Source: an optimization exercise on an open RTL-to-GDS flow (aim: small area). Production flows keep margins and buffers that such runs may drop.
Function was checked by simulation only, so behaviour that the tests miss may differ from the original.
Power figures rest on the tool's default switching activity, not on a simulated workload.

==> constraint.sdc <==
create_clock -name core_clock -period 50.0 [get_ports {clk}]
set_input_delay 10.0000 -clock core_clock [delete_from_list [all_inputs] [get_ports {clk}]]
set_output_delay 10.0000 -clock core_clock [all_outputs]
set_load 0.01 [all_outputs]
==> config.mk <==
export PLATFORM = sky130hd
export DESIGN_NAME = top
export DESIGN_NICKNAME = top
export VERILOG_FILES = /design/flow/design.v
export SDC_FILE = /design/flow/constraint.sdc
export NUM_CORES = 4
export LEC_CHECK = 0
export ABC_AREA = 1
export CAP_MARGIN = 20
export CORE_MARGIN = 2
export CORE_UTILIZATION = 40
export SLEW_MARGIN = 20
export SYNTH_HIERARCHICAL = 1
==> design.v <==
module top (
    input clk,
    input rst,
    input up,
    input down,
    input raw_entry,
    input raw_exit,
    input [7:0] rate,
    output [6:0] seg_car,
    output [6:0] seg_cost1,
    output [6:0] seg_cost0,
    output full,
    output empty,
    output alarm
);
    reg [15:0] tm;
    reg [2:0] ph;
    always @(posedge clk or posedge rst) begin
        if (rst) begin
            ph <= 3'd4;
            tm <= 16'd0;
        end else begin
            ph <= ph + 3'd1;
            if (&ph) tm <= tm + 16'd1;
        end
    end
    reg e1, e2, ep, x1, x2, xp;
    always @(posedge clk or posedge rst) begin
        if (rst) begin
            e1 <= 1'b0; e2 <= 1'b0; ep <= 1'b0;
            x1 <= 1'b0; x2 <= 1'b0; xp <= 1'b0;
        end else begin
            e1 <= raw_entry; e2 <= e1; ep <= e1 & ~e2;
            x1 <= raw_exit;  x2 <= x1; xp <= x1 & ~x2;
        end
    end
    reg ae, ax, alarm_r;
    reg [1:0] cnt;
    wire is_full = &cnt;
    wire is_empty = ~|cnt;
    always @(posedge clk or posedge rst) begin
        if (rst) begin
            ae <= 1'b0; ax <= 1'b0; alarm_r <= 1'b0;
            cnt <= 2'd0;
        end else begin
            ae <= ep & ~is_full;
            ax <= xp & ~is_empty;
            alarm_r <= (ep & is_full) | (xp & is_empty);
            if (ae & ~ax & ~is_full) cnt <= cnt + 2'd1;
            else if (ax & ~ae & ~is_empty) cnt <= cnt - 2'd1;
        end
    end
    assign alarm = alarm_r;
    assign full = is_full;
    assign empty = is_empty;
    assign seg_car = (cnt == 2'd0) ? 7'b0000001 :
                     (cnt == 2'd1) ? 7'b1001111 :
                     (cnt == 2'd2) ? 7'b0010010 : 7'b0000110;
    reg [1:0] qc, hd, tl;
    reg [15:0] b0, b1, b2;
    reg [15:0] last;
    wire wr = ae & ~&qc;
    wire rd = ax & |qc;
    always @(posedge clk or posedge rst) begin
        if (rst) begin
            qc <= 2'd0; hd <= 2'd0; tl <= 2'd0;
            last <= 16'd0;
        end else begin
            if (wr) begin
                tl <= (tl == 2'd2) ? 2'd0 : tl + 2'd1;
                qc <= qc + 2'd1;
            end
            if (rd) begin
                last <= (hd == 2'd0) ? b0 : (hd == 2'd1) ? b1 : b2;
                hd <= (hd == 2'd2) ? 2'd0 : hd + 2'd1;
                qc <= qc - 2'd1;
            end
        end
    end
    always @(posedge clk) begin
        if (wr && tl == 2'd0) b0 <= tm;
        if (wr && tl == 2'd1) b1 <= tm;
        if (wr && tl == 2'd2) b2 <= tm;
    end
    wire [15:0] lastn = ~last;
    wire gs1, gc2;
    fa gu3 (.a(tm[0]), .b(lastn[0]), .c(1'b1), .s(gs1), .co(gc2));
    wire gs4, gc5;
    fa gu6 (.a(tm[1]), .b(lastn[1]), .c(gc2), .s(gs4), .co(gc5));
    wire gs7, gc8;
    fa gu9 (.a(tm[2]), .b(lastn[2]), .c(gc5), .s(gs7), .co(gc8));
    wire gs10, gc11;
    fa gu12 (.a(tm[3]), .b(lastn[3]), .c(gc8), .s(gs10), .co(gc11));
    wire gs13, gc14;
    fa gu15 (.a(tm[4]), .b(lastn[4]), .c(gc11), .s(gs13), .co(gc14));
    wire gs16, gc17;
    fa gu18 (.a(tm[5]), .b(lastn[5]), .c(gc14), .s(gs16), .co(gc17));
    wire gs19, gc20;
    fa gu21 (.a(tm[6]), .b(lastn[6]), .c(gc17), .s(gs19), .co(gc20));
    wire gs22, gc23;
    fa gu24 (.a(tm[7]), .b(lastn[7]), .c(gc20), .s(gs22), .co(gc23));
    wire gs25, gc26;
    fa gu27 (.a(tm[8]), .b(lastn[8]), .c(gc23), .s(gs25), .co(gc26));
    wire gs28, gc29;
    fa gu30 (.a(tm[9]), .b(lastn[9]), .c(gc26), .s(gs28), .co(gc29));
    wire gs31, gc32;
    fa gu33 (.a(tm[10]), .b(lastn[10]), .c(gc29), .s(gs31), .co(gc32));
    wire gs34, gc35;
    fa gu36 (.a(tm[11]), .b(lastn[11]), .c(gc32), .s(gs34), .co(gc35));
    wire gs37, gc38;
    fa gu39 (.a(tm[12]), .b(lastn[12]), .c(gc35), .s(gs37), .co(gc38));
    wire gs40, gc41;
    fa gu42 (.a(tm[13]), .b(lastn[13]), .c(gc38), .s(gs40), .co(gc41));
    wire gs43, gc44;
    fa gu45 (.a(tm[14]), .b(lastn[14]), .c(gc41), .s(gs43), .co(gc44));
    wire gs46, gc47;
    fa gu48 (.a(tm[15]), .b(lastn[15]), .c(gc44), .s(gs46), .co(gc47));
    wire ge = gc47;
    wire en = ax & ge;
    wire [7:0] rg = rate & {8{en}};
    wire gp49 = gs1 & rg[0];
    wire gp50 = gs4 & rg[0];
    wire gp51 = gs7 & rg[0];
    wire gp52 = gs10 & rg[0];
    wire gp53 = gs13 & rg[0];
    wire gp54 = gs16 & rg[0];
    wire gp55 = gs19 & rg[0];
    wire gp56 = gs22 & rg[0];
    wire gp57 = gs25 & rg[0];
    wire gp58 = gs28 & rg[0];
    wire gp59 = gs31 & rg[0];
    wire gp60 = gs34 & rg[0];
    wire gp61 = gs37 & rg[0];
    wire gp62 = gs40 & rg[0];
    wire gp63 = gs43 & rg[0];
    wire gp64 = gs46 & rg[0];
    wire gp65 = gs1 & rg[1];
    wire gp66 = gs4 & rg[1];
    wire gp67 = gs7 & rg[1];
    wire gp68 = gs10 & rg[1];
    wire gp69 = gs13 & rg[1];
    wire gp70 = gs16 & rg[1];
    wire gp71 = gs19 & rg[1];
    wire gp72 = gs22 & rg[1];
    wire gp73 = gs25 & rg[1];
    wire gp74 = gs28 & rg[1];
    wire gp75 = gs31 & rg[1];
    wire gp76 = gs34 & rg[1];
    wire gp77 = gs37 & rg[1];
    wire gp78 = gs40 & rg[1];
    wire gp79 = gs43 & rg[1];
    wire gp80 = gs1 & rg[2];
    wire gp81 = gs4 & rg[2];
    wire gp82 = gs7 & rg[2];
    wire gp83 = gs10 & rg[2];
    wire gp84 = gs13 & rg[2];
    wire gp85 = gs16 & rg[2];
    wire gp86 = gs19 & rg[2];
    wire gp87 = gs22 & rg[2];
    wire gp88 = gs25 & rg[2];
    wire gp89 = gs28 & rg[2];
    wire gp90 = gs31 & rg[2];
    wire gp91 = gs34 & rg[2];
    wire gp92 = gs37 & rg[2];
    wire gp93 = gs40 & rg[2];
    wire gp94 = gs1 & rg[3];
    wire gp95 = gs4 & rg[3];
    wire gp96 = gs7 & rg[3];
    wire gp97 = gs10 & rg[3];
    wire gp98 = gs13 & rg[3];
    wire gp99 = gs16 & rg[3];
    wire gp100 = gs19 & rg[3];
    wire gp101 = gs22 & rg[3];
    wire gp102 = gs25 & rg[3];
    wire gp103 = gs28 & rg[3];
    wire gp104 = gs31 & rg[3];
    wire gp105 = gs34 & rg[3];
    wire gp106 = gs37 & rg[3];
    wire gp107 = gs1 & rg[4];
    wire gp108 = gs4 & rg[4];
    wire gp109 = gs7 & rg[4];
    wire gp110 = gs10 & rg[4];
    wire gp111 = gs13 & rg[4];
    wire gp112 = gs16 & rg[4];
    wire gp113 = gs19 & rg[4];
    wire gp114 = gs22 & rg[4];
    wire gp115 = gs25 & rg[4];
    wire gp116 = gs28 & rg[4];
    wire gp117 = gs31 & rg[4];
    wire gp118 = gs34 & rg[4];
    wire gp119 = gs1 & rg[5];
    wire gp120 = gs4 & rg[5];
    wire gp121 = gs7 & rg[5];
    wire gp122 = gs10 & rg[5];
    wire gp123 = gs13 & rg[5];
    wire gp124 = gs16 & rg[5];
    wire gp125 = gs19 & rg[5];
    wire gp126 = gs22 & rg[5];
    wire gp127 = gs25 & rg[5];
    wire gp128 = gs28 & rg[5];
    wire gp129 = gs31 & rg[5];
    wire gp130 = gs1 & rg[6];
    wire gp131 = gs4 & rg[6];
    wire gp132 = gs7 & rg[6];
    wire gp133 = gs10 & rg[6];
    wire gp134 = gs13 & rg[6];
    wire gp135 = gs16 & rg[6];
    wire gp136 = gs19 & rg[6];
    wire gp137 = gs22 & rg[6];
    wire gp138 = gs25 & rg[6];
    wire gp139 = gs28 & rg[6];
    wire gp140 = gs1 & rg[7];
    wire gp141 = gs4 & rg[7];
    wire gp142 = gs7 & rg[7];
    wire gp143 = gs10 & rg[7];
    wire gp144 = gs13 & rg[7];
    wire gp145 = gs16 & rg[7];
    wire gp146 = gs19 & rg[7];
    wire gp147 = gs22 & rg[7];
    wire gp148 = gs25 & rg[7];
    wire gs149, gc150;
    ha gu151 (.a(gp50), .b(gp65), .s(gs149), .co(gc150));
    wire gs152, gc153;
    fa gu154 (.a(gp51), .b(gp66), .c(gp80), .s(gs152), .co(gc153));
    wire gs155, gc156;
    ha gu157 (.a(gc150), .b(gs152), .s(gs155), .co(gc156));
    wire gs158, gc159;
    fa gu160 (.a(gp52), .b(gp67), .c(gp81), .s(gs158), .co(gc159));
    wire gs161, gc162;
    fa gu163 (.a(gp94), .b(gc153), .c(gs158), .s(gs161), .co(gc162));
    wire gs164, gc165;
    ha gu166 (.a(gc156), .b(gs161), .s(gs164), .co(gc165));
    wire gs167, gc168;
    fa gu169 (.a(gp53), .b(gp68), .c(gp82), .s(gs167), .co(gc168));
    wire gs170, gc171;
    fa gu172 (.a(gp95), .b(gp107), .c(gc159), .s(gs170), .co(gc171));
    wire gs173, gc174;
    fa gu175 (.a(gs167), .b(gc162), .c(gs170), .s(gs173), .co(gc174));
    wire gs176, gc177;
    ha gu178 (.a(gc165), .b(gs173), .s(gs176), .co(gc177));
    wire gs179, gc180;
    fa gu181 (.a(gp54), .b(gp69), .c(gp83), .s(gs179), .co(gc180));
    wire gs182, gc183;
    fa gu184 (.a(gp96), .b(gp108), .c(gp119), .s(gs182), .co(gc183));
    wire gs185, gc186;
    fa gu187 (.a(gc168), .b(gs179), .c(gs182), .s(gs185), .co(gc186));
    wire gs188, gc189;
    fa gu190 (.a(gc171), .b(gs185), .c(gc174), .s(gs188), .co(gc189));
    wire gs191, gc192;
    ha gu193 (.a(gc177), .b(gs188), .s(gs191), .co(gc192));
    wire gs194, gc195;
    fa gu196 (.a(gp55), .b(gp70), .c(gp84), .s(gs194), .co(gc195));
    wire gs197, gc198;
    fa gu199 (.a(gp97), .b(gp109), .c(gp120), .s(gs197), .co(gc198));
    wire gs200, gc201;
    fa gu202 (.a(gp130), .b(gc180), .c(gc183), .s(gs200), .co(gc201));
    wire gs203, gc204;
    fa gu205 (.a(gs194), .b(gs197), .c(gc186), .s(gs203), .co(gc204));
    wire gs206, gc207;
    fa gu208 (.a(gs200), .b(gs203), .c(gc189), .s(gs206), .co(gc207));
    wire gs209, gc210;
    ha gu211 (.a(gc192), .b(gs206), .s(gs209), .co(gc210));
    wire gs212, gc213;
    fa gu214 (.a(gp56), .b(gp71), .c(gp85), .s(gs212), .co(gc213));
    wire gs215, gc216;
    fa gu217 (.a(gp98), .b(gp110), .c(gp121), .s(gs215), .co(gc216));
    wire gs218, gc219;
    fa gu220 (.a(gp131), .b(gp140), .c(gc195), .s(gs218), .co(gc219));
    wire gs221, gc222;
    fa gu223 (.a(gc198), .b(gs212), .c(gs215), .s(gs221), .co(gc222));
    wire gs224, gc225;
    fa gu226 (.a(gc201), .b(gs218), .c(gs221), .s(gs224), .co(gc225));
    wire gs227, gc228;
    fa gu229 (.a(gc204), .b(gs224), .c(gc207), .s(gs227), .co(gc228));
    wire gs230, gc231;
    ha gu232 (.a(gc210), .b(gs227), .s(gs230), .co(gc231));
    wire gs233, gc234;
    fa gu235 (.a(gp57), .b(gp72), .c(gp86), .s(gs233), .co(gc234));
    wire gs236, gc237;
    fa gu238 (.a(gp99), .b(gp111), .c(gp122), .s(gs236), .co(gc237));
    wire gs239, gc240;
    fa gu241 (.a(gp132), .b(gp141), .c(gc213), .s(gs239), .co(gc240));
    wire gs242, gc243;
    fa gu244 (.a(gc216), .b(gs233), .c(gs236), .s(gs242), .co(gc243));
    wire gs245, gc246;
    fa gu247 (.a(gc219), .b(gc222), .c(gs239), .s(gs245), .co(gc246));
    wire gs248, gc249;
    fa gu250 (.a(gs242), .b(gc225), .c(gs245), .s(gs248), .co(gc249));
    wire gs251, gc252;
    fa gu253 (.a(gs248), .b(gc228), .c(gc231), .s(gs251), .co(gc252));
    wire gs254, gc255;
    fa gu256 (.a(gp58), .b(gp73), .c(gp87), .s(gs254), .co(gc255));
    wire gs257, gc258;
    fa gu259 (.a(gp100), .b(gp112), .c(gp123), .s(gs257), .co(gc258));
    wire gs260, gc261;
    fa gu262 (.a(gp133), .b(gp142), .c(gc234), .s(gs260), .co(gc261));
    wire gs263, gc264;
    fa gu265 (.a(gc237), .b(gs254), .c(gs257), .s(gs263), .co(gc264));
    wire gs266, gc267;
    fa gu268 (.a(gc240), .b(gc243), .c(gs260), .s(gs266), .co(gc267));
    wire gs269, gc270;
    fa gu271 (.a(gs263), .b(gc246), .c(gs266), .s(gs269), .co(gc270));
    wire gs272, gc273;
    fa gu274 (.a(gc249), .b(gs269), .c(gc252), .s(gs272), .co(gc273));
    wire gs275, gc276;
    fa gu277 (.a(gp59), .b(gp74), .c(gp88), .s(gs275), .co(gc276));
    wire gs278, gc279;
    fa gu280 (.a(gp101), .b(gp113), .c(gp124), .s(gs278), .co(gc279));
    wire gs281, gc282;
    fa gu283 (.a(gp134), .b(gp143), .c(gc255), .s(gs281), .co(gc282));
    wire gs284, gc285;
    fa gu286 (.a(gc258), .b(gs275), .c(gs278), .s(gs284), .co(gc285));
    wire gs287, gc288;
    fa gu289 (.a(gc261), .b(gc264), .c(gs281), .s(gs287), .co(gc288));
    wire gs290, gc291;
    fa gu292 (.a(gs284), .b(gc267), .c(gs287), .s(gs290), .co(gc291));
    wire gs293, gc294;
    fa gu295 (.a(gc270), .b(gs290), .c(gc273), .s(gs293), .co(gc294));
    wire gs296, gc297;
    fa gu298 (.a(gp60), .b(gp75), .c(gp89), .s(gs296), .co(gc297));
    wire gs299, gc300;
    fa gu301 (.a(gp102), .b(gp114), .c(gp125), .s(gs299), .co(gc300));
    wire gs302, gc303;
    fa gu304 (.a(gp135), .b(gp144), .c(gc276), .s(gs302), .co(gc303));
    wire gs305, gc306;
    fa gu307 (.a(gc279), .b(gs296), .c(gs299), .s(gs305), .co(gc306));
    wire gs308, gc309;
    fa gu310 (.a(gc282), .b(gc285), .c(gs302), .s(gs308), .co(gc309));
    wire gs311, gc312;
    fa gu313 (.a(gs305), .b(gc288), .c(gs308), .s(gs311), .co(gc312));
    wire gs314, gc315;
    fa gu316 (.a(gc291), .b(gs311), .c(gc294), .s(gs314), .co(gc315));
    wire gs317, gc318;
    fa gu319 (.a(gp61), .b(gp76), .c(gp90), .s(gs317), .co(gc318));
    wire gs320, gc321;
    fa gu322 (.a(gp103), .b(gp115), .c(gp126), .s(gs320), .co(gc321));
    wire gs323, gc324;
    fa gu325 (.a(gp136), .b(gp145), .c(gc297), .s(gs323), .co(gc324));
    wire gs326, gc327;
    fa gu328 (.a(gc300), .b(gs317), .c(gs320), .s(gs326), .co(gc327));
    wire gs329, gc330;
    fa gu331 (.a(gc303), .b(gc306), .c(gs323), .s(gs329), .co(gc330));
    wire gs332, gc333;
    fa gu334 (.a(gs326), .b(gc309), .c(gs329), .s(gs332), .co(gc333));
    wire gs335, gc336;
    fa gu337 (.a(gc312), .b(gs332), .c(gc315), .s(gs335), .co(gc336));
    wire gs338, gc339;
    fa gu340 (.a(gp62), .b(gp77), .c(gp91), .s(gs338), .co(gc339));
    wire gs341, gc342;
    fa gu343 (.a(gp104), .b(gp116), .c(gp127), .s(gs341), .co(gc342));
    wire gs344, gc345;
    fa gu346 (.a(gp137), .b(gp146), .c(gc318), .s(gs344), .co(gc345));
    wire gs347, gc348;
    fa gu349 (.a(gc321), .b(gs338), .c(gs341), .s(gs347), .co(gc348));
    wire gs350, gc351;
    fa gu352 (.a(gc324), .b(gc327), .c(gs344), .s(gs350), .co(gc351));
    wire gs353, gc354;
    fa gu355 (.a(gs347), .b(gc330), .c(gs350), .s(gs353), .co(gc354));
    wire gs356, gc357;
    fa gu358 (.a(gc333), .b(gs353), .c(gc336), .s(gs356), .co(gc357));
    wire gs359, gc360;
    fa gu361 (.a(gp63), .b(gp78), .c(gp92), .s(gs359), .co(gc360));
    wire gs362, gc363;
    fa gu364 (.a(gp105), .b(gp117), .c(gp128), .s(gs362), .co(gc363));
    wire gs365, gc366;
    fa gu367 (.a(gp138), .b(gp147), .c(gc339), .s(gs365), .co(gc366));
    wire gs368, gc369;
    fa gu370 (.a(gc342), .b(gs359), .c(gs362), .s(gs368), .co(gc369));
    wire gs371, gc372;
    fa gu373 (.a(gc345), .b(gc348), .c(gs365), .s(gs371), .co(gc372));
    wire gs374, gc375;
    fa gu376 (.a(gs368), .b(gc351), .c(gs371), .s(gs374), .co(gc375));
    wire gs377, gc378;
    fa gu379 (.a(gc354), .b(gs374), .c(gc357), .s(gs377), .co(gc378));
    wire gx380 = gp64 ^ gp79;
    wire gx381 = gp93 ^ gp106;
    wire gx382 = gp118 ^ gp129;
    wire gx383 = gp139 ^ gp148;
    wire gx384 = gx380 ^ gx381;
    wire gx385 = gx382 ^ gx383;
    wire gx386 = gc360 ^ gc363;
    wire gx387 = gx384 ^ gx385;
    wire gx388 = gx386 ^ gx387;
    wire gx389 = gc366 ^ gc369;
    wire gx390 = gx388 ^ gx389;
    wire gx391 = gc372 ^ gx390;
    wire gx392 = gx391 ^ gc375;
    wire gx393 = gx392 ^ gc378;
    wire [1:0] xl = {gs149, gp49};
    wire gi394 = ~gs176;
    wire gi395 = ~gs191;
    wire gi396 = ~gs251;
    wire gi397 = ~gs272;
    wire gi398 = ~gs335;
    wire gi399 = ~gs356;
    wire gs400, gc401;
    fa gu402 (.a(gs155), .b(gi394), .c(gs209), .s(gs400), .co(gc401));
    wire gs403, gc404;
    fa gu405 (.a(gi396), .b(gs293), .c(gi398), .s(gs403), .co(gc404));
    wire gs406, gc407;
    fa gu408 (.a(gs377), .b(gs400), .c(gs403), .s(gs406), .co(gc407));
    wire gs409, gc410;
    fa gu411 (.a(gs164), .b(gi395), .c(gs230), .s(gs409), .co(gc410));
    wire gs412, gc413;
    fa gu414 (.a(gi397), .b(gs314), .c(gi399), .s(gs412), .co(gc413));
    wire gs415, gc416;
    fa gu417 (.a(gx393), .b(gc401), .c(gc404), .s(gs415), .co(gc416));
    wire gs418, gc419;
    fa gu420 (.a(gs409), .b(gs412), .c(gc407), .s(gs418), .co(gc419));
    wire gs421, gc422;
    ha gu423 (.a(gs415), .b(gs418), .s(gs421), .co(gc422));
    wire gs424, gc425;
    fa gu426 (.a(gc410), .b(gc413), .c(gc416), .s(gs424), .co(gc425));
    wire gs427, gc428;
    fa gu429 (.a(gc419), .b(gs424), .c(gc422), .s(gs427), .co(gc428));
    wire gs430, gc431;
    ha gu432 (.a(gc425), .b(gc428), .s(gs430), .co(gc431));
    wire [4:0] rs = {gc431, gs430, gs427, gs421, gs406};
    wire [2:0] r;
    wire [2:0] cr;
    tab_r u_r (.i(rs), .o({r, cr}));
    wire gi433 = ~gs209;
    wire gi434 = ~gs377;
    wire gi435 = ~gx393;
    wire gs436, gc437;
    fa gu438 (.a(gs176), .b(gs230), .c(gs272), .s(gs436), .co(gc437));
    wire gs439, gc440;
    fa gu441 (.a(gs293), .b(gi434), .c(gs436), .s(gs439), .co(gc440));
    wire gs442, gc443;
    ha gu444 (.a(gs439), .b(cr[0]), .s(gs442), .co(gc443));
    wire gs445, gc446;
    fa gu447 (.a(gs191), .b(gi433), .c(gi396), .s(gs445), .co(gc446));
    wire gs448, gc449;
    fa gu450 (.a(gs314), .b(gi435), .c(gc437), .s(gs448), .co(gc449));
    wire gs451, gc452;
    fa gu453 (.a(gs445), .b(gc440), .c(gs448), .s(gs451), .co(gc452));
    wire gs454, gc455;
    fa gu456 (.a(cr[1]), .b(gc443), .c(gs451), .s(gs454), .co(gc455));
    wire gs457, gc458;
    fa gu459 (.a(gc446), .b(gc449), .c(cr[2]), .s(gs457), .co(gc458));
    wire gs460, gc461;
    fa gu462 (.a(gc452), .b(gs457), .c(gc455), .s(gs460), .co(gc461));
    wire gs463, gc464;
    ha gu465 (.a(gc458), .b(gc461), .s(gs463), .co(gc464));
    wire [4:0] qs = {gc464, gs463, gs460, gs454, gs442};
    wire [2:0] q;
    tab_q u_q (.i(qs), .o(q));
    wire [7:0] u;
    tab_units u_units (.i({r, xl}), .o(u));
    tab_tens u_tens (.i({q, u[7]}), .o(seg_cost1));
    assign seg_cost0 = u[6:0];
endmodule
module fa (input a, input b, input c, output s, output co);
    assign s = a ^ b ^ c;
    assign co = (a & b) | (c & (a ^ b));
endmodule
module ha (input a, input b, output s, output co);
    assign s = a ^ b;
    assign co = a & b;
endmodule
module tab_r (input [4:0] i, output [5:0] o);
    wire g_new_n12;
    wire g_new_n13;
    wire g_new_n14;
    wire g_new_n15;
    wire g_new_n16;
    wire g_new_n17;
    wire g_new_n18;
    wire g_new_n19;
    wire g_new_n20;
    wire g_new_n21;
    wire g_new_n22;
    wire g_new_n23;
    wire g_new_n25;
    wire g_new_n26;
    wire g_new_n27;
    wire g_new_n28;
    wire g_new_n29;
    wire g_new_n30;
    wire g_new_n32;
    wire g_new_n33;
    wire g_new_n34;
    wire g_new_n35;
    wire g_new_n36;
    wire g_new_n37;
    wire g_new_n39;
    wire g_new_n40;
    assign g_new_n12 = (~i[0]);
    assign g_new_n13 = (~g_new_n12) | (~i[2]);
    assign g_new_n14 = (~i[2]);
    assign g_new_n15 = (~g_new_n14) | (~i[0]);
    assign g_new_n16 = (~g_new_n13) | (~g_new_n15);
    assign g_new_n17 = (~i[4]&~g_new_n16);
    assign g_new_n18 = (~g_new_n17);
    assign g_new_n19 = (~i[1]);
    assign g_new_n20 = (~i[3]&~g_new_n18) | (~g_new_n19&~g_new_n18);
    assign g_new_n21 = (~i[4]);
    assign g_new_n22 = (~i[3]);
    assign g_new_n23 = (~g_new_n21&~g_new_n12) | (~g_new_n22) | (~g_new_n14) | (~i[1]);
    assign o[5] = (~g_new_n18&~g_new_n20) | (~g_new_n23&~g_new_n20);
    assign g_new_n25 = (~g_new_n15) | (~i[1]);
    assign g_new_n26 = (~g_new_n13) | (~g_new_n19);
    assign g_new_n27 = (~g_new_n25&~g_new_n22) | (~g_new_n26&~g_new_n22);
    assign g_new_n28 = (~g_new_n25) | (~g_new_n22);
    assign g_new_n29 = (~g_new_n28) | (~g_new_n21);
    assign g_new_n30 = (~g_new_n18) | (~g_new_n19) | (~g_new_n13);
    assign o[4] = (~g_new_n30&~g_new_n27) | (~g_new_n29&~g_new_n27);
    assign g_new_n32 = (~g_new_n19) | (~i[3]);
    assign g_new_n33 = (~i[1]&~g_new_n21) | (~i[2]) | (~g_new_n32);
    assign g_new_n34 = (~g_new_n28) | (~i[4]);
    assign g_new_n35 = (~g_new_n34) | (~g_new_n33);
    assign g_new_n36 = (~i[0]&~g_new_n32) | (~g_new_n21&~i[1]);
    assign g_new_n37 = (~g_new_n36) | (~g_new_n16);
    assign o[3] = (~g_new_n35&~g_new_n37) | (g_new_n20);
    assign g_new_n39 = (~i[3]&~i[4]) | (~i[2]&~i[4]) | (~i[1]&~i[4]);
    assign g_new_n40 = (~g_new_n33) | (~g_new_n22);
    assign o[2] = (~g_new_n40&~g_new_n39) | (~i[4]&~g_new_n39);
    assign o[1] = (i[3]&g_new_n39) | (i[2]&g_new_n39);
    assign o[0] = (~g_new_n14&~g_new_n35) | (~g_new_n36&~g_new_n35);
endmodule
module tab_q (input [4:0] i, output [2:0] o);
    wire g_new_n9;
    wire g_new_n10;
    wire g_new_n11;
    wire g_new_n12;
    wire g_new_n13;
    wire g_new_n14;
    wire g_new_n15;
    wire g_new_n16;
    wire g_new_n17;
    wire g_new_n18;
    wire g_new_n19;
    wire g_new_n20;
    wire g_new_n22;
    wire g_new_n23;
    wire g_new_n24;
    wire g_new_n25;
    wire g_new_n27;
    wire g_new_n28;
    wire g_new_n29;
    wire g_new_n30;
    wire g_new_n31;
    assign g_new_n9 = (~i[1]);
    assign g_new_n10 = (~i[3]);
    assign g_new_n11 = (~i[0]);
    assign g_new_n12 = (~i[2]&~g_new_n11);
    assign g_new_n13 = (~i[2]);
    assign g_new_n14 = (~i[0]&~g_new_n13);
    assign g_new_n15 = (~g_new_n14);
    assign g_new_n16 = (~g_new_n15&~i[4]) | (~g_new_n10&~i[4]);
    assign g_new_n17 = (~g_new_n10&~g_new_n12) | (~g_new_n16);
    assign g_new_n18 = (~g_new_n12) | (~i[4]) | (~g_new_n10);
    assign g_new_n19 = (~i[4]);
    assign g_new_n20 = (~g_new_n14&~g_new_n9) | (~g_new_n19&~g_new_n9) | (~i[3]&~g_new_n9);
    assign o[2] = (~g_new_n18&~g_new_n17) | (~g_new_n18&~g_new_n9) | (~g_new_n20&~g_new_n17) | (~g_new_n20&~g_new_n9);
    assign g_new_n22 = (~i[4]) | (~i[0]);
    assign g_new_n23 = (~g_new_n15&~g_new_n9) | (~g_new_n10&~g_new_n9) | (~g_new_n22&~g_new_n9);
    assign g_new_n24 = (~g_new_n12);
    assign g_new_n25 = (~g_new_n24) | (~g_new_n19) | (~i[3]);
    assign o[1] = (~g_new_n18&~g_new_n23) | (~g_new_n9&~g_new_n23) | (~g_new_n25&~g_new_n23);
    assign g_new_n27 = (~i[1]&~g_new_n10);
    assign g_new_n28 = (~g_new_n14&~g_new_n27) | (~g_new_n10&~g_new_n27);
    assign g_new_n29 = (~g_new_n24&~i[1]) | (~g_new_n15&~i[1]);
    assign g_new_n30 = (~g_new_n28&~g_new_n29) | (~g_new_n24&~g_new_n27);
    assign g_new_n31 = (~g_new_n30) | (~g_new_n19);
    assign o[0] = (~g_new_n19&~i[3]&~i[2]&~i[0]) | (~g_new_n31);
endmodule
module tab_units (input [4:0] i, output [7:0] o);
    wire g_new_n14;
    wire g_new_n15;
    wire g_new_n16;
    wire g_new_n17;
    wire g_new_n18;
    wire g_new_n20;
    wire g_new_n21;
    wire g_new_n22;
    wire g_new_n23;
    wire g_new_n24;
    wire g_new_n25;
    wire g_new_n26;
    wire g_new_n27;
    wire g_new_n28;
    wire g_new_n30;
    wire g_new_n31;
    wire g_new_n32;
    wire g_new_n34;
    wire g_new_n38;
    assign g_new_n14 = (~i[4]);
    assign g_new_n15 = (~i[3]);
    assign g_new_n16 = (~i[2]);
    assign g_new_n17 = (~g_new_n15) | (~g_new_n16);
    assign g_new_n18 = (~i[2]&~i[1]) | (~g_new_n14);
    assign o[7] = (~g_new_n14&~g_new_n17) | (~g_new_n14&~g_new_n18) | (~g_new_n15&~g_new_n17) | (~g_new_n15&~g_new_n18);
    assign g_new_n20 = (~g_new_n15&~i[4]) | (~i[1]&~i[4]);
    assign g_new_n21 = (~i[1]);
    assign g_new_n22 = (~i[3]&~g_new_n14&~g_new_n21);
    assign g_new_n23 = (~g_new_n20&~g_new_n22);
    assign g_new_n24 = (~i[0]);
    assign g_new_n25 = (~g_new_n21&~g_new_n16) | (~i[3]&~g_new_n16);
    assign g_new_n26 = (~g_new_n20) | (~g_new_n25);
    assign g_new_n27 = (~g_new_n17&~g_new_n22) | (~g_new_n18&~g_new_n22);
    assign g_new_n28 = (~g_new_n27);
    assign o[2] = (~g_new_n24&~g_new_n28) | (~g_new_n26);
    assign g_new_n30 = (~g_new_n20&~g_new_n22) | (~g_new_n16);
    assign g_new_n31 = (~i[4]&~g_new_n25);
    assign g_new_n32 = (~g_new_n23) | (~i[0]);
    assign o[0] = (~g_new_n31&~g_new_n32&~g_new_n28) | (~g_new_n30);
    assign g_new_n34 = (~g_new_n24&~o[0]) | (~o[2]);
    assign o[6] = (~g_new_n23&~g_new_n34);
    assign o[3] = (~g_new_n34);
    assign o[5] = (~g_new_n28&~g_new_n31&~o[3]);
    assign g_new_n38 = (~g_new_n30) | (~g_new_n31);
    assign o[4] = (~i[0]&~g_new_n38);
    assign o[1] = (~g_new_n24&~g_new_n34) | (~g_new_n38);
endmodule
module tab_tens (input [3:0] i, output [6:0] o);
    wire g_new_n12;
    wire g_new_n13;
    wire g_new_n14;
    wire g_new_n15;
    wire g_new_n16;
    wire g_new_n17;
    wire g_new_n18;
    wire g_new_n20;
    wire g_new_n22;
    wire g_new_n23;
    wire g_new_n26;
    wire g_new_n28;
    assign g_new_n12 = (~i[0]);
    assign g_new_n13 = (~i[2]&~i[1]);
    assign g_new_n14 = (~i[3]);
    assign g_new_n15 = (~g_new_n14) | (~i[0]);
    assign g_new_n16 = (~i[2]);
    assign g_new_n17 = (~i[1]&~g_new_n16);
    assign g_new_n18 = (~g_new_n17);
    assign o[2] = (~i[3]&~g_new_n18) | (~g_new_n15);
    assign g_new_n20 = (~g_new_n12&~g_new_n13) | (~o[2]);
    assign o[6] = (~g_new_n20);
    assign g_new_n22 = (~i[1]);
    assign g_new_n23 = (~g_new_n14) | (~g_new_n12) | (~i[2]);
    assign o[5] = (~g_new_n15&~g_new_n18) | (~g_new_n22&~g_new_n23);
    assign o[4] = (~i[3]&~i[2]&~i[0]&~g_new_n22);
    assign g_new_n26 = (~g_new_n14) | (~i[2]) | (~i[1]) | (~i[0]);
    assign o[3] = (~g_new_n20) | (~g_new_n26);
    assign g_new_n28 = (~g_new_n16&~i[0]) | (~i[1]&~i[0]);
    assign o[1] = (~i[3]&~g_new_n17&~g_new_n28);
    assign o[0] = (~i[2]&~i[1]) | (~g_new_n26);
endmodule
==> run.sh <==
#!/bin/bash
# synth_recipe.tcl (not shown) runs the flow's synth.tcl, then flattens the netlist and writes it again
# the make line also repeats each setting of config.mk as NAME=value (left out here)
make -C /OpenROAD-flow-scripts/flow DESIGN_CONFIG=/design/flow/config.mk WORK_HOME=/design/flow/orfs CLKGATE_MAP_FILE= SYNTH_SCRIPT=/design/flow/synth_recipe.tcl finish
==> results of run 1 <==
==> cells by family after synthesis <==
family	Yosys count	share of synthesized area, %
compound gates	64	5.53
xor+xnor	17	1.99
fa+ha+maj	124	31.1
buf+inv	120	6.33
flops	100	36.7
other cells	2	0.101
simple gates	321	18.2
==> power breakdown <==
part	total, W	internal, W	switching (W)
Combinational	0.0000827	0.0000257	0.0000571
Clock	0.0000708	0.0000427	0.0000281
Sequential	0.000110	0.0000999	0.0000102
Total	0.000264	0.000168	0.0000954
==> how the worst min path moves through the flow <==
| stage | start | endpoint | slack [ns] | cells past startpoint |
|---|---|---|---|---|
| after floorplan | e1$_DFF_PP0_ | e2$_DFF_PP0_ | 0.35 | 0 |
| after global placement | e1$_DFF_PP0_ | e2$_DFF_PP0_ | 0.36 | 0 |
| after detailed placement | e1$_DFF_PP0_ | e2$_DFF_PP0_ | 0.37 | 0 |
| after CTS | e1$_DFF_PP0_ | e2$_DFF_PP0_ | 0.38 | 0 |
| after global routing | x1$_DFF_PP0_ | x2$_DFF_PP0_ | 0.40 | 0 |
| final | e1$_DFF_PP0_ | e2$_DFF_PP0_ | 0.38 | 0 |
==> modules after synthesis (local to each module, per instance) <==
module	cells inside	flops+latches	times used
fa	1	0	103
ha	1	0	11
tab_q	28	0	1
tab_r	38	0	1
tab_tens	20	0	1
tab_units	36	0	1
top	512	100	1
==> cell usage after synthesis, drive strengths merged <==
cell    count
a21boi      1
a21oi      24
a32oi      16
buf         8
clkbuf     11
clkinv      1
conb        2
dfrtp      51
dfstp       1
edfxtp     48
fa        103
ha         21
inv       100
nand2     128
nand3      45
nand3b      2
nand4      13
nor2      125
nor3        6
o21ai      17
o21bai      4
o221ai      1
o22ai       1
or2         2
xnor2       5
xor2       12
==> layout make-up <==
cell class	count	area, sq um	area share (%)
Inverter	101	379	4.52
Clock buffer	14	308	3.67
Multi-Input combinational cell	528	4280	51.1
Clock inverter	2	10.0	0.119
Tap cell	229	287	3.42
Timing Repair Buffer	38	370	4.42
Sequential cell	100	2740	32.7
==> flip-flops by register name (all words and copies together) (netlist names) <==
| signal | flops |
|---|---|
| alarm_r | 1 |
| ep | 1 |
| tl | 2 |
| tm | 16 |
| b0 | 16 |
| b1 | 16 |
| cnt | 2 |
| x2 | 1 |
| ae | 1 |
| e2 | 1 |
| last | 16 |
| ax | 1 |
| hd | 2 |
| e1 | 1 |
| b2 | 16 |
| x1 | 1 |
| qc | 2 |
| ph | 3 |
| xp | 1 |
==> layer usage <==
metal	GRT usage [%]	routed length, microns	vias to the layer above
li1	-	-	2440
met2	27.6	7460	100
met4	4.47	235	0
met5	0	0	-
met3	1.83	465	16
met1	22.7	7030	2529
==> critical path, delay by kind of cell <==
| family | cells | cell delay [ns] |
|---|---|---|
| AO/OA/AOI/OAI | 2 | 0.28 |
| adder cells (fa/ha/maj) | 22 | 8.51 |
| buffers and inverters | 8 | 1.44 |
| AND/OR/NAND/NOR | 22 | 2.35 |
==> through the flow <==
stage               worst slack, ns  utilization, %
finish                        17.41            46.2
global route                  16.57            46.2
CTS                           17.37            46.2
floorplan                     19.27               -
detailed placement            17.40            44.4
global placement              17.47            44.4
==> flow_summary.yaml, run 1 <==
sta:
  fin_setup_tns_ns: 0
  period_share_pct: 65.2
  maxSlewViolCount: 0
  finalSetupViolCount: 0
  hold_violations: 0
  max_slew_margin_pct: 33.2
  worst_pin_slew_ns: 0.991
  clock.fmax_ghz: 0.0307
  grt_setup_unrepaired: "no"
  period_minus_slack_ns: 32.60
  fin_worst_skew_ns: 0.00575
  hold-worst-slack_ns: 0.376
hold_path:
  timing.hold.worst.class: "reg -> reg"
critical_path:
  r2r_cells: 3
  slowest_delay_ns: 0.59
  startpoint: "rate[1]"
  crit_type: "in -> out"
  worstPathRequired_ns: 40.00
  critPathLaunchType: "input pin"
  r2r-end: "b1[3]$_DFFE_PP_"
  crit-reg2reg-launch: "qc[0]$_DFFE_PP0P_"
  worstPathArrival_ns: 22.60
  end_kind: "output pin"
  crit_top_cell: "fa_1"
  rrSetupSlack_ns: 47.89
  slowest_stage: "fa_1"
  cp_max_fo: 15
  crit_path_end: "seg_cost1[3]"
place:
  gp_congestion: 0.797
  dp_cells: 996
  portBuffers: 34
  hpwl_mm: 11.3
  place_area_sq_um: 8060
logic_synthesis:
  yosys_warnings: 7
  synth.largest_area_cell: "fa_1"
  syn-cell-area_sq_um: 7470
  ys_ff_latch: 100
  syn_inst: 748
  ys_types: 37
  ys_seq_area_share_pct: 36.7
  yosys-top-cells-area: "fa_1 28%, edfxtp_1 19%, dfrtp_1 17%"
  syn-mean-instance-area_sq_um: 9.99
  synth_top_area_share_pct: 27.6
cells_and_area:
  design_area_sq_um: 8380
  fin_cells: 1012
  layout-drive-gt1-share_pct: 6.26
  n_antenna_cell: 0
  layout_common_cells: "125 x nor2_1, 121 x nand2_1, 103 x fa_1"
  areaGrowthSynthToFinish_pct: 12.2
  nets: 916
  fillers: 1755
  final_common_cell: "nor2_1"
global_routing:
  grt_max_degree: 53
  grt_pass1_vias: 5289
  grt_usage_pct: 16.4
  antenna_found_initial: 0
  grt_pass1_wl_mm: 25.8
  grt_overflow: 0
floorplan:
  chipHeight_microns: 141
  io_pins: 38
  num_rows: 49
  die_area_sq_um: 19800
  start_util_pct: 41.2
  core_area_sq_um: 18100
  die_x_microns: 141
clock_tree:
  path_clk_slew_ns: 0.06
  h-tree-depth: 3
  cts.hold.buffers_added: 0
  cts-resized-gates: 0
  cts_sinks: 100
  insertion_delay_ns: 0.34
  cts_root_buf: "clkbuf_16"
  cts_tree: "yes"
  numCtsBuffers: 9
  post-cts-setup-buffer-count: 0
  cts_buffer_depth: 2
drt:
  wl_mm: 15.2
  viasPerCell: 5.02
  routedWlPerCell_microns: 15.0
  num_vias: 5085
  antenna_left: 0
  route.detailed.drc: 0
  dr.first_iter.drc_count: 249
  firstDrtPassIters: 5
run_status:
  outcome: "complete, no violations"
pwr:
  p_total_w: 0.000264
  power_leakage_nw: 4.03
  ir_drop_v: 0.0000353
  p_per_area_nw_per_um2: 31.5
run:
  drv_cap: 0
==> run 2, diff against run 1 <==
--- a/design.v
+++ b/design.v
@@ -84,138 +84,137 @@
     end
-    wire [15:0] lastn = ~last;
+    wire [15:0] tmn = ~tm;
     wire gs1, gc2;
-    fa gu3 (.a(tm[0]), .b(lastn[0]), .c(1'b1), .s(gs1), .co(gc2));
+    fa gu3 (.a(tmn[0]), .b(last[0]), .c(1'b0), .s(gs1), .co(gc2));
     wire gs4, gc5;
-    fa gu6 (.a(tm[1]), .b(lastn[1]), .c(gc2), .s(gs4), .co(gc5));
+    fa gu6 (.a(tmn[1]), .b(last[1]), .c(gc2), .s(gs4), .co(gc5));
     wire gs7, gc8;
-    fa gu9 (.a(tm[2]), .b(lastn[2]), .c(gc5), .s(gs7), .co(gc8));
+    fa gu9 (.a(tmn[2]), .b(last[2]), .c(gc5), .s(gs7), .co(gc8));
     wire gs10, gc11;
-    fa gu12 (.a(tm[3]), .b(lastn[3]), .c(gc8), .s(gs10), .co(gc11));
+    fa gu12 (.a(tmn[3]), .b(last[3]), .c(gc8), .s(gs10), .co(gc11));
     wire gs13, gc14;
-    fa gu15 (.a(tm[4]), .b(lastn[4]), .c(gc11), .s(gs13), .co(gc14));
+    fa gu15 (.a(tmn[4]), .b(last[4]), .c(gc11), .s(gs13), .co(gc14));
     wire gs16, gc17;
-    fa gu18 (.a(tm[5]), .b(lastn[5]), .c(gc14), .s(gs16), .co(gc17));
+    fa gu18 (.a(tmn[5]), .b(last[5]), .c(gc14), .s(gs16), .co(gc17));
     wire gs19, gc20;
-    fa gu21 (.a(tm[6]), .b(lastn[6]), .c(gc17), .s(gs19), .co(gc20));
+    fa gu21 (.a(tmn[6]), .b(last[6]), .c(gc17), .s(gs19), .co(gc20));
     wire gs22, gc23;
-    fa gu24 (.a(tm[7]), .b(lastn[7]), .c(gc20), .s(gs22), .co(gc23));
+    fa gu24 (.a(tmn[7]), .b(last[7]), .c(gc20), .s(gs22), .co(gc23));
     wire gs25, gc26;
-    fa gu27 (.a(tm[8]), .b(lastn[8]), .c(gc23), .s(gs25), .co(gc26));
+    fa gu27 (.a(tmn[8]), .b(last[8]), .c(gc23), .s(gs25), .co(gc26));
     wire gs28, gc29;
-    fa gu30 (.a(tm[9]), .b(lastn[9]), .c(gc26), .s(gs28), .co(gc29));
+    fa gu30 (.a(tmn[9]), .b(last[9]), .c(gc26), .s(gs28), .co(gc29));
     wire gs31, gc32;
-    fa gu33 (.a(tm[10]), .b(lastn[10]), .c(gc29), .s(gs31), .co(gc32));
+    fa gu33 (.a(tmn[10]), .b(last[10]), .c(gc29), .s(gs31), .co(gc32));
     wire gs34, gc35;
-    fa gu36 (.a(tm[11]), .b(lastn[11]), .c(gc32), .s(gs34), .co(gc35));
+    fa gu36 (.a(tmn[11]), .b(last[11]), .c(gc32), .s(gs34), .co(gc35));
     wire gs37, gc38;
-    fa gu39 (.a(tm[12]), .b(lastn[12]), .c(gc35), .s(gs37), .co(gc38));
+    fa gu39 (.a(tmn[12]), .b(last[12]), .c(gc35), .s(gs37), .co(gc38));
     wire gs40, gc41;
-    fa gu42 (.a(tm[13]), .b(lastn[13]), .c(gc38), .s(gs40), .co(gc41));
+    fa gu42 (.a(tmn[13]), .b(last[13]), .c(gc38), .s(gs40), .co(gc41));
     wire gs43, gc44;
-    fa gu45 (.a(tm[14]), .b(lastn[14]), .c(gc41), .s(gs43), .co(gc44));
+    fa gu45 (.a(tmn[14]), .b(last[14]), .c(gc41), .s(gs43), .co(gc44));
     wire gs46, gc47;
-    fa gu48 (.a(tm[15]), .b(lastn[15]), .c(gc44), .s(gs46), .co(gc47));
-    wire ge = gc47;
-    wire en = ax & ge;
-    wire [7:0] rg = rate & {8{en}};
-    wire gp49 = gs1 & rg[0];
-    wire gp50 = gs4 & rg[0];
-    wire gp51 = gs7 & rg[0];
-    wire gp52 = gs10 & rg[0];
-    wire gp53 = gs13 & rg[0];
-    wire gp54 = gs16 & rg[0];
-    wire gp55 = gs19 & rg[0];
-    wire gp56 = gs22 & rg[0];
-    wire gp57 = gs25 & rg[0];
-    wire gp58 = gs28 & rg[0];
-    wire gp59 = gs31 & rg[0];
-    wire gp60 = gs34 & rg[0];
-    wire gp61 = gs37 & rg[0];
-    wire gp62 = gs40 & rg[0];
-    wire gp63 = gs43 & rg[0];
-    wire gp64 = gs46 & rg[0];
-    wire gp65 = gs1 & rg[1];
-    wire gp66 = gs4 & rg[1];
-    wire gp67 = gs7 & rg[1];
-    wire gp68 = gs10 & rg[1];
-    wire gp69 = gs13 & rg[1];
-    wire gp70 = gs16 & rg[1];
-    wire gp71 = gs19 & rg[1];
-    wire gp72 = gs22 & rg[1];
-    wire gp73 = gs25 & rg[1];
-    wire gp74 = gs28 & rg[1];
-    wire gp75 = gs31 & rg[1];
-    wire gp76 = gs34 & rg[1];
-    wire gp77 = gs37 & rg[1];
-    wire gp78 = gs40 & rg[1];
-    wire gp79 = gs43 & rg[1];
-    wire gp80 = gs1 & rg[2];
-    wire gp81 = gs4 & rg[2];
-    wire gp82 = gs7 & rg[2];
-    wire gp83 = gs10 & rg[2];
-    wire gp84 = gs13 & rg[2];
-    wire gp85 = gs16 & rg[2];
-    wire gp86 = gs19 & rg[2];
-    wire gp87 = gs22 & rg[2];
-    wire gp88 = gs25 & rg[2];
-    wire gp89 = gs28 & rg[2];
-    wire gp90 = gs31 & rg[2];
-    wire gp91 = gs34 & rg[2];
-    wire gp92 = gs37 & rg[2];
-    wire gp93 = gs40 & rg[2];
-    wire gp94 = gs1 & rg[3];
-    wire gp95 = gs4 & rg[3];
-    wire gp96 = gs7 & rg[3];
-    wire gp97 = gs10 & rg[3];
-    wire gp98 = gs13 & rg[3];
-    wire gp99 = gs16 & rg[3];
-    wire gp100 = gs19 & rg[3];
-    wire gp101 = gs22 & rg[3];
-    wire gp102 = gs25 & rg[3];
-    wire gp103 = gs28 & rg[3];
-    wire gp104 = gs31 & rg[3];
-    wire gp105 = gs34 & rg[3];
-    wire gp106 = gs37 & rg[3];
-    wire gp107 = gs1 & rg[4];
-    wire gp108 = gs4 & rg[4];
-    wire gp109 = gs7 & rg[4];
-    wire gp110 = gs10 & rg[4];
-    wire gp111 = gs13 & rg[4];
-    wire gp112 = gs16 & rg[4];
-    wire gp113 = gs19 & rg[4];
-    wire gp114 = gs22 & rg[4];
-    wire gp115 = gs25 & rg[4];
-    wire gp116 = gs28 & rg[4];
-    wire gp117 = gs31 & rg[4];
-    wire gp118 = gs34 & rg[4];
-    wire gp119 = gs1 & rg[5];
-    wire gp120 = gs4 & rg[5];
-    wire gp121 = gs7 & rg[5];
-    wire gp122 = gs10 & rg[5];
-    wire gp123 = gs13 & rg[5];
-    wire gp124 = gs16 & rg[5];
-    wire gp125 = gs19 & rg[5];
-    wire gp126 = gs22 & rg[5];
-    wire gp127 = gs25 & rg[5];
-    wire gp128 = gs28 & rg[5];
-    wire gp129 = gs31 & rg[5];
-    wire gp130 = gs1 & rg[6];
-    wire gp131 = gs4 & rg[6];
-    wire gp132 = gs7 & rg[6];
-    wire gp133 = gs10 & rg[6];
-    wire gp134 = gs13 & rg[6];
-    wire gp135 = gs16 & rg[6];
-    wire gp136 = gs19 & rg[6];
-    wire gp137 = gs22 & rg[6];
-    wire gp138 = gs25 & rg[6];
-    wire gp139 = gs28 & rg[6];
-    wire gp140 = gs1 & rg[7];
-    wire gp141 = gs4 & rg[7];
-    wire gp142 = gs7 & rg[7];
-    wire gp143 = gs10 & rg[7];
-    wire gp144 = gs13 & rg[7];
-    wire gp145 = gs16 & rg[7];
-    wire gp146 = gs19 & rg[7];
-    wire gp147 = gs22 & rg[7];
-    wire gp148 = gs25 & rg[7];
+    fa gu48 (.a(tmn[15]), .b(last[15]), .c(gc44), .s(gs46), .co(gc47));
+    wire ge = ~gc47;
+    wire [7:0] rgn = ~(rate & {8{ax & ge}});
+    wire gp49 = ~(gs1 | rgn[0]);
+    wire gp50 = ~(gs4 | rgn[0]);
+    wire gp51 = ~(gs7 | rgn[0]);
+    wire gp52 = ~(gs10 | rgn[0]);
+    wire gp53 = ~(gs13 | rgn[0]);
+    wire gp54 = ~(gs16 | rgn[0]);
+    wire gp55 = ~(gs19 | rgn[0]);
+    wire gp56 = ~(gs22 | rgn[0]);
+    wire gp57 = ~(gs25 | rgn[0]);
+    wire gp58 = ~(gs28 | rgn[0]);
+    wire gp59 = ~(gs31 | rgn[0]);
+    wire gp60 = ~(gs34 | rgn[0]);
+    wire gp61 = ~(gs37 | rgn[0]);
+    wire gp62 = ~(gs40 | rgn[0]);
+    wire gp63 = ~(gs43 | rgn[0]);
+    wire gp64 = ~(gs46 | rgn[0]);
+    wire gp65 = ~(gs1 | rgn[1]);
+    wire gp66 = ~(gs4 | rgn[1]);
+    wire gp67 = ~(gs7 | rgn[1]);
+    wire gp68 = ~(gs10 | rgn[1]);
+    wire gp69 = ~(gs13 | rgn[1]);
+    wire gp70 = ~(gs16 | rgn[1]);
+    wire gp71 = ~(gs19 | rgn[1]);
+    wire gp72 = ~(gs22 | rgn[1]);
+    wire gp73 = ~(gs25 | rgn[1]);
+    wire gp74 = ~(gs28 | rgn[1]);
+    wire gp75 = ~(gs31 | rgn[1]);
+    wire gp76 = ~(gs34 | rgn[1]);
+    wire gp77 = ~(gs37 | rgn[1]);
+    wire gp78 = ~(gs40 | rgn[1]);
+    wire gp79 = ~(gs43 | rgn[1]);
+    wire gp80 = ~(gs1 | rgn[2]);
+    wire gp81 = ~(gs4 | rgn[2]);
+    wire gp82 = ~(gs7 | rgn[2]);
+    wire gp83 = ~(gs10 | rgn[2]);
+    wire gp84 = ~(gs13 | rgn[2]);
+    wire gp85 = ~(gs16 | rgn[2]);
+    wire gp86 = ~(gs19 | rgn[2]);
+    wire gp87 = ~(gs22 | rgn[2]);
+    wire gp88 = ~(gs25 | rgn[2]);
+    wire gp89 = ~(gs28 | rgn[2]);
+    wire gp90 = ~(gs31 | rgn[2]);
+    wire gp91 = ~(gs34 | rgn[2]);
+    wire gp92 = ~(gs37 | rgn[2]);
+    wire gp93 = ~(gs40 | rgn[2]);
+    wire gp94 = ~(gs1 | rgn[3]);
+    wire gp95 = ~(gs4 | rgn[3]);
+    wire gp96 = ~(gs7 | rgn[3]);
+    wire gp97 = ~(gs10 | rgn[3]);
+    wire gp98 = ~(gs13 | rgn[3]);
+    wire gp99 = ~(gs16 | rgn[3]);
+    wire gp100 = ~(gs19 | rgn[3]);
+    wire gp101 = ~(gs22 | rgn[3]);
+    wire gp102 = ~(gs25 | rgn[3]);
+    wire gp103 = ~(gs28 | rgn[3]);
+    wire gp104 = ~(gs31 | rgn[3]);
+    wire gp105 = ~(gs34 | rgn[3]);
+    wire gp106 = ~(gs37 | rgn[3]);
+    wire gp107 = ~(gs1 | rgn[4]);
+    wire gp108 = ~(gs4 | rgn[4]);
+    wire gp109 = ~(gs7 | rgn[4]);
+    wire gp110 = ~(gs10 | rgn[4]);
+    wire gp111 = ~(gs13 | rgn[4]);
+    wire gp112 = ~(gs16 | rgn[4]);
+    wire gp113 = ~(gs19 | rgn[4]);
+    wire gp114 = ~(gs22 | rgn[4]);
+    wire gp115 = ~(gs25 | rgn[4]);
+    wire gp116 = ~(gs28 | rgn[4]);
+    wire gp117 = ~(gs31 | rgn[4]);
+    wire gp118 = ~(gs34 | rgn[4]);
+    wire gp119 = ~(gs1 | rgn[5]);
+    wire gp120 = ~(gs4 | rgn[5]);
+    wire gp121 = ~(gs7 | rgn[5]);
+    wire gp122 = ~(gs10 | rgn[5]);
+    wire gp123 = ~(gs13 | rgn[5]);
+    wire gp124 = ~(gs16 | rgn[5]);
+    wire gp125 = ~(gs19 | rgn[5]);
+    wire gp126 = ~(gs22 | rgn[5]);
+    wire gp127 = ~(gs25 | rgn[5]);
+    wire gp128 = ~(gs28 | rgn[5]);
+    wire gp129 = ~(gs31 | rgn[5]);
+    wire gp130 = ~(gs1 | rgn[6]);
+    wire gp131 = ~(gs4 | rgn[6]);
+    wire gp132 = ~(gs7 | rgn[6]);
+    wire gp133 = ~(gs10 | rgn[6]);
+    wire gp134 = ~(gs13 | rgn[6]);
+    wire gp135 = ~(gs16 | rgn[6]);
+    wire gp136 = ~(gs19 | rgn[6]);
+    wire gp137 = ~(gs22 | rgn[6]);
+    wire gp138 = ~(gs25 | rgn[6]);
+    wire gp139 = ~(gs28 | rgn[6]);
+    wire gp140 = ~(gs1 | rgn[7]);
+    wire gp141 = ~(gs4 | rgn[7]);
+    wire gp142 = ~(gs7 | rgn[7]);
+    wire gp143 = ~(gs10 | rgn[7]);
+    wire gp144 = ~(gs13 | rgn[7]);
+    wire gp145 = ~(gs16 | rgn[7]);
+    wire gp146 = ~(gs19 | rgn[7]);
+    wire gp147 = ~(gs22 | rgn[7]);
+    wire gp148 = ~(gs25 | rgn[7]);
     wire gs149, gc150;
@@ -533,35 +532,29 @@
     wire g_new_n20;
-    wire g_new_n22;
+    wire g_new_n21;
     wire g_new_n23;
-    wire g_new_n24;
     wire g_new_n25;
+    wire g_new_n26;
     wire g_new_n27;
     wire g_new_n28;
-    wire g_new_n29;
-    wire g_new_n30;
-    wire g_new_n31;
-    assign g_new_n9 = (~i[1]);
-    assign g_new_n10 = (~i[3]);
-    assign g_new_n11 = (~i[0]);
-    assign g_new_n12 = (~i[2]&~g_new_n11);
-    assign g_new_n13 = (~i[2]);
-    assign g_new_n14 = (~i[0]&~g_new_n13);
-    assign g_new_n15 = (~g_new_n14);
-    assign g_new_n16 = (~g_new_n15&~i[4]) | (~g_new_n10&~i[4]);
-    assign g_new_n17 = (~g_new_n10&~g_new_n12) | (~g_new_n16);
-    assign g_new_n18 = (~g_new_n12) | (~i[4]) | (~g_new_n10);
-    assign g_new_n19 = (~i[4]);
-    assign g_new_n20 = (~g_new_n14&~g_new_n9) | (~g_new_n19&~g_new_n9) | (~i[3]&~g_new_n9);
-    assign o[2] = (~g_new_n18&~g_new_n17) | (~g_new_n18&~g_new_n9) | (~g_new_n20&~g_new_n17) | (~g_new_n20&~g_new_n9);
-    assign g_new_n22 = (~i[4]) | (~i[0]);
-    assign g_new_n23 = (~g_new_n15&~g_new_n9) | (~g_new_n10&~g_new_n9) | (~g_new_n22&~g_new_n9);
-    assign g_new_n24 = (~g_new_n12);
-    assign g_new_n25 = (~g_new_n24) | (~g_new_n19) | (~i[3]);
-    assign o[1] = (~g_new_n18&~g_new_n23) | (~g_new_n9&~g_new_n23) | (~g_new_n25&~g_new_n23);
-    assign g_new_n27 = (~i[1]&~g_new_n10);
-    assign g_new_n28 = (~g_new_n14&~g_new_n27) | (~g_new_n10&~g_new_n27);
-    assign g_new_n29 = (~g_new_n24&~i[1]) | (~g_new_n15&~i[1]);
-    assign g_new_n30 = (~g_new_n28&~g_new_n29) | (~g_new_n24&~g_new_n27);
-    assign g_new_n31 = (~g_new_n30) | (~g_new_n19);
-    assign o[0] = (~g_new_n19&~i[3]&~i[2]&~i[0]) | (~g_new_n31);
+    assign g_new_n9 = (~i[4]);
+    assign g_new_n10 = (~i[0]);
+    assign g_new_n11 = (~i[2]&~g_new_n10);
+    assign g_new_n12 = (~i[3]&~i[1]&~g_new_n9) | (~g_new_n11);
+    assign g_new_n13 = (~i[3]);
+    assign g_new_n14 = (~i[4]&~i[1]&~g_new_n13);
+    assign g_new_n15 = (~i[4]&~g_new_n14) | (~g_new_n13&~g_new_n14);
+    assign g_new_n16 = (~i[2]);
+    assign g_new_n17 = (~g_new_n13) | (~i[1]);
+    assign g_new_n18 = (~g_new_n16&~g_new_n17) | (~g_new_n15);
+    assign g_new_n19 = (~i[4]&~g_new_n10);
+    assign g_new_n20 = (~g_new_n16&~g_new_n19) | (~g_new_n10&~g_new_n19);
+    assign g_new_n21 = (~g_new_n20) | (~g_new_n9);
+    assign o[2] = (~g_new_n21&~g_new_n18) | (~g_new_n12&~g_new_n15);
+    assign g_new_n23 = (~g_new_n11&~g_new_n14) | (~g_new_n12);
+    assign o[1] = (~g_new_n17&~g_new_n20) | (~g_new_n23);
+    assign g_new_n25 = (~g_new_n12&~g_new_n15);
+    assign g_new_n26 = (~g_new_n11&~g_new_n14) | (~g_new_n19);
+    assign g_new_n27 = (~g_new_n16&~g_new_n15);
+    assign g_new_n28 = (~g_new_n18) | (~g_new_n10);
+    assign o[0] = (~g_new_n27&~g_new_n28) | (~g_new_n25&~g_new_n26);
 endmodule
==> flow/run.sh (new file) <==
#!/bin/bash
# Own layout flow: the standard flow, with
#  - port buffers of the smallest buffer cell,
#  - a clock tree of mid-size clock buffers without dummy loads,
#  - every combinational cell swapped to its smallest drive strength after floorplan
#    (the flow's timing repair upsizes again wherever timing needs it),
#  - power recovery (downsizing) after global routing.
# Each tool's output goes to a log file of its own in the work folder.
set -euo pipefail
R=orfs/results/${FLOW_PLATFORM:-sky130hd}/top/base
bash standard.sh synth > synth.log 2>&1
bash standard.sh floorplan > floorplan.log 2>&1
DS_ODB=$R/2_floorplan.odb openroad -no_init -exit flow/downsize.tcl > downsize.log 2>&1
bash standard.sh finish \
  'BUFFER_PORTS_ARGS=-buffer_cell sky130_fd_sc_hd__buf_1' \
  'CTS_ARGS=-buf_list sky130_fd_sc_hd__clkbuf_8 -sink_clustering_enable -sink_clustering_size 30 -sink_clustering_max_diameter 200 -dont_use_dummy_load -repair_clock_nets' \
  RECOVER_POWER=100 > finish.log 2>&1
==> flow/downsize.tcl (new file) <==
# Swap every combinational cell for the smallest-area cell of the same family
# (same logic function, lower drive strength). Timing is repaired later by the flow.
read_db $::env(DS_ODB)
set db [ord::get_db]
set block [[$db getChip] getBlock]
set dont_use {}
proc area_of {m} { return [expr {[$m getWidth] * [$m getHeight]}] }
set fam [dict create]
foreach lib [$db getLibs] {
  foreach m [$lib getMasters] {
    set n [$m getName]
    if {[lsearch -exact $dont_use $n] >= 0} continue
    if {![regexp {^(sky130_fd_sc_hd__[a-z0-9]+)_([0-9]+)$} $n -> base drv]} continue
    dict lappend fam $base $m
  }
}
set swapped 0
set saved 0
foreach inst [$block getInsts] {
  set m [$inst getMaster]
  set n [$m getName]
  if {![regexp {^(sky130_fd_sc_hd__[a-z0-9]+)_([0-9]+)$} $n -> base drv]} continue
  if {[regexp {^sky130_fd_sc_hd__(df|edf|sdf|dl|clk|tap|fill|decap|conb|dlygate|dlymetal|lpflow|probe|diode)} $n]} continue
  if {![dict exists $fam $base]} continue
  set best $m
  foreach c [dict get $fam $base] {
    if {[area_of $c] < [area_of $best]} { set best $c }
  }
  if {$best ne $m} {
    set saved [expr {$saved + [area_of $m] - [area_of $best]}]
    $inst swapMaster $best
    incr swapped
  }
}
puts "downsize: swapped $swapped cells, saved [expr {$saved / 1e6}] um2"
write_db $::env(DS_ODB)
==> standard.sh (new file) <==
#!/bin/bash
# synth_recipe.tcl (not shown) runs the flow's synth.tcl, then flattens the netlist and writes it again
# the make line also repeats each setting of config.mk as NAME=value (left out here)
make -C /OpenROAD-flow-scripts/flow DESIGN_CONFIG=/design/flow/config.mk WORK_HOME=/design/flow/orfs CLKGATE_MAP_FILE= SYNTH_SCRIPT=/design/flow/synth_recipe.tcl "${@:-finish}"
removed: run.sh
==> flow_summary.yaml, run 2 <==
sta:
  clock.fmax_ghz: 0.0315
  finalSetupViolCount: 0
  maxSlewViolCount: 53
  period_share_pct: 63.4
  hold_violations: 0
  worst_pin_slew_ns: 2.85
  fin_setup_tns_ns: 0
  max_slew_margin_pct: -90.0
  fin_worst_skew_ns: 0.0109
  period_minus_slack_ns: 31.71
  grt_setup_unrepaired: "no"
critical_path:
  end_kind: "output pin"
  critPathLaunchType: "input pin"
  worstPathRequired_ns: 40.00
  crit_type: "in -> out"
  slowest_stage: "fa_1"
  worstPathArrival_ns: 21.71
  critPathBufInv: 5
  cp_max_fo: 15
  crit_family: "adder cells"
  crit_top_cell: "fa_1"
  slowest_delay_ns: 0.59
floorplan:
  num_rows: 49
  start_util_pct: 41.1
  die_area_sq_um: 19800
  io_pins: 38
  die_x_microns: 141
  chipHeight_microns: 141
  core_area_sq_um: 18100
place:
  portBuffers: 34
  hpwl_mm: 11.0
  gp_congestion: 0.798
  dp_cells: 988
logic_synthesis:
  synth_edf_count: 48
  synth_top_area_share_pct: 27.6
  ys_types: 41
  synthFlopType: "dfrtp_1"
  ys_seq_area_share_pct: 36.8
  synthArstFlopShare_pct: 52.0
  syn-cell-area_sq_um: 7470
  synth.largest_area_cell: "fa_1"
  syn_inst: 744
  ys_ff_latch: 100
  synth_common_cells: "140 x nor2_1, 103 x fa_1, 99 x nand2_1"
  yosys_warnings: 7
  syn-mean-instance-area_sq_um: 10.0
  synth_most_common_cell: "nor2_1"
  yosys-top-cells-area: "fa_1 28%, edfxtp_1 19%, dfrtp_1 17%"
cells_and_area:
  nets: 908
  final_common_cell: "nor2_1"
  fillers: 1788
  layout_common_cells: "145 x nor2_1, 113 x nand2_1, 103 x fa_1"
  layout-drive-gt1-share_pct: 2.73
  fin_cells: 997
  n_antenna_cell: 0
  areaGrowthSynthToFinish_pct: 4.74
run_status:
  outcome: "complete, but fails checks"
  so_faults: "max-capacitance violations, max-slew violations"
drt:
  wl_mm: 14.3
  num_vias: 4903
  dr.first_iter.drc_count: 248
  routedWlPerCell_microns: 14.3
  viasPerCell: 4.92
  antenna_left: 0
  route.detailed.drc: 0
  firstDrtPassIters: 5
clock_tree:
  insertion_delay_ns: 0.36
  numCtsBuffers: 9
  cts_sinks: 100
  cts_buffer_depth: 2
  cts.hold.buffers_added: 0
  path_clk_slew_ns: 0.07
  cts_tree: "yes"
  cts-resized-gates: 0
  h-tree-depth: 3
  post-cts-setup-buffer-count: 0
  cts_root_buf: "clkbuf_8"
global_routing:
  antenna_found_initial: 0
  grt_usage_pct: 15.6
  grt_max_degree: 53
  grt_pass1_vias: 5007
  grt_overflow: 0
  grt_pass1_wl_mm: 24.7
pwr:
  p_per_area_nw_per_um2: 28.9
  ir_drop_v: 0.0000239
  power_leakage_nw: 3.58
  p_total_w: 0.000226
hold_path:
  timing.hold.worst.class: "reg -> reg"
run:
  drv_cap: 1
-- run 2: cell types whose count changed after synthesis, sizes merged, moves of 5 or more --
cell / delta
nand2: -15
a31oi: +16
nand4: -9
a32oi: -16
nor2: +20
nand3: +5
inv: -19
-- run 2: per-stage QoR --
stage	utilization, %	setup WS (ns)	hold slack, ns	instance area, sq um
6_report	43.1	18.29	0.382	7820
5_1_grt	43.1	17.44	0.406	7820
3_3_place_gp	42.6	18.37	0.359	7720
4_1_cts	43.3	18.23	0.387	7850
2_1_floorplan	-	19.43	0.354	7470
3_5_place_dp	42.6	18.22	0.370	7720
-- run 2: per-layer routing --
metal  routed length (microns)  vias up  GRT usage (%)
met5                         0        -              0
met4                       200        0           5.47
met3                       450       16           1.53
met2                      6940       76           25.9
met1                      6700     2407           21.7
li1                          -     2404              -
-- run 2: layout make-up --
cell class	instances	area, sq um	share of cell area [%]
clock buffers	9	124	1.58
repair buffers	41	161	2.06
flip-flops and latches	100	2740	35.1
multi-input cells	536	4200	53.7
well taps	229	287	3.66
inverters	82	308	3.94
-- run 2: path summary, 6_finish.rpt --
| kind | slack (ns) | from | cells after the start | to |
|---|---|---|---|---|
| setup / recovery | 18.29 | rate[0] | 49 | seg_cost1[3] |
| hold / removal | 0.38 | e1$_DFF_PP0_ | 0 | e2$_DFF_PP0_ |
| setup reg to reg | 47.37 | ax$_DFF_PP0_ | 6 | last[1]$_DFFE_PP0P_ |
| hold reg to reg | 0.38 | e1$_DFF_PP0_ | 0 | e2$_DFF_PP0_ |
| max in group asynchronous | 37.70 | rst | 3 | last[0]$_DFFE_PP0P_ |
| min in group asynchronous | 10.69 | rst | 3 | last[9]$_DFFE_PP0P_ |
-- run 2: kinds of logic after synthesis --
family                   after synthesis  share of synthesized area, %
XOR/XNOR                              21                          2.46
flip-flops                           100                          36.8
adder cells (fa/ha/maj)              124                          31.1
AO/OA/AOI/OAI                         65                          5.08
AND/OR/NAND/NOR                      324                          18.8
buffers and inverters                109                          5.70
other                                  1                        0.0502
-- run 2: where the power goes --
| group | switching, W | leakage [nW] | internal [W] |
|---|---|---|---|
| Combinational | 0.0000495 | 2.44 | 0.0000240 |
| Sequential | 0.0000135 | 1.08 | 0.000100 |
| Clock | 0.0000230 | 0.0647 | 0.0000162 |
| Total | 0.0000860 | 3.58 | 0.000140 |
-- run 2: per-module statistics from Yosys, one instance, submodules excluded --
module	cell area [sq um]	flip-flops and latches	cells inside
top	4690	100	510
tab_r	186	0	38
tab_units	166	0	36
tab_q	128	0	26
tab_tens	98.8	0	20
fa	20.0	0	1
ha	12.5	0	1

-- static timing again, ports no longer ideal --
Ports are ideal in the flow. The routed layouts listed here were re-timed in OpenROAD. Step 1, drivers: a clkbuf_16 drives clk and a buf_2 each remaining input, both assumed. Step 2 adds t to the input delays and takes it off the output delays; t is the mean of the earliest and latest rising clock arrival at the registers after step 1. Input paths then give back, and output paths get back, about the clock's delay inside the block. a / b / c = ideal / step 1 / step 2; a / b = the first two.
| run | t (ns) | slack for setup (ns) | hold WS [ns] | worst setup path after step 2 |
|---|---|---|---|---|
| run 1 | 0.370 | 17.405 / 17.370 / 17.370 | 0.376 / 0.376 / 0.376 | input to output |
| run 2 | 0.386 | 18.294 / 18.263 / 18.263 | 0.382 / 0.382 / 0.382 | input to output |
The setup slack of run 1, which loses most, moves by -0.035 ns with the drivers and by -0.035 ns with both steps.
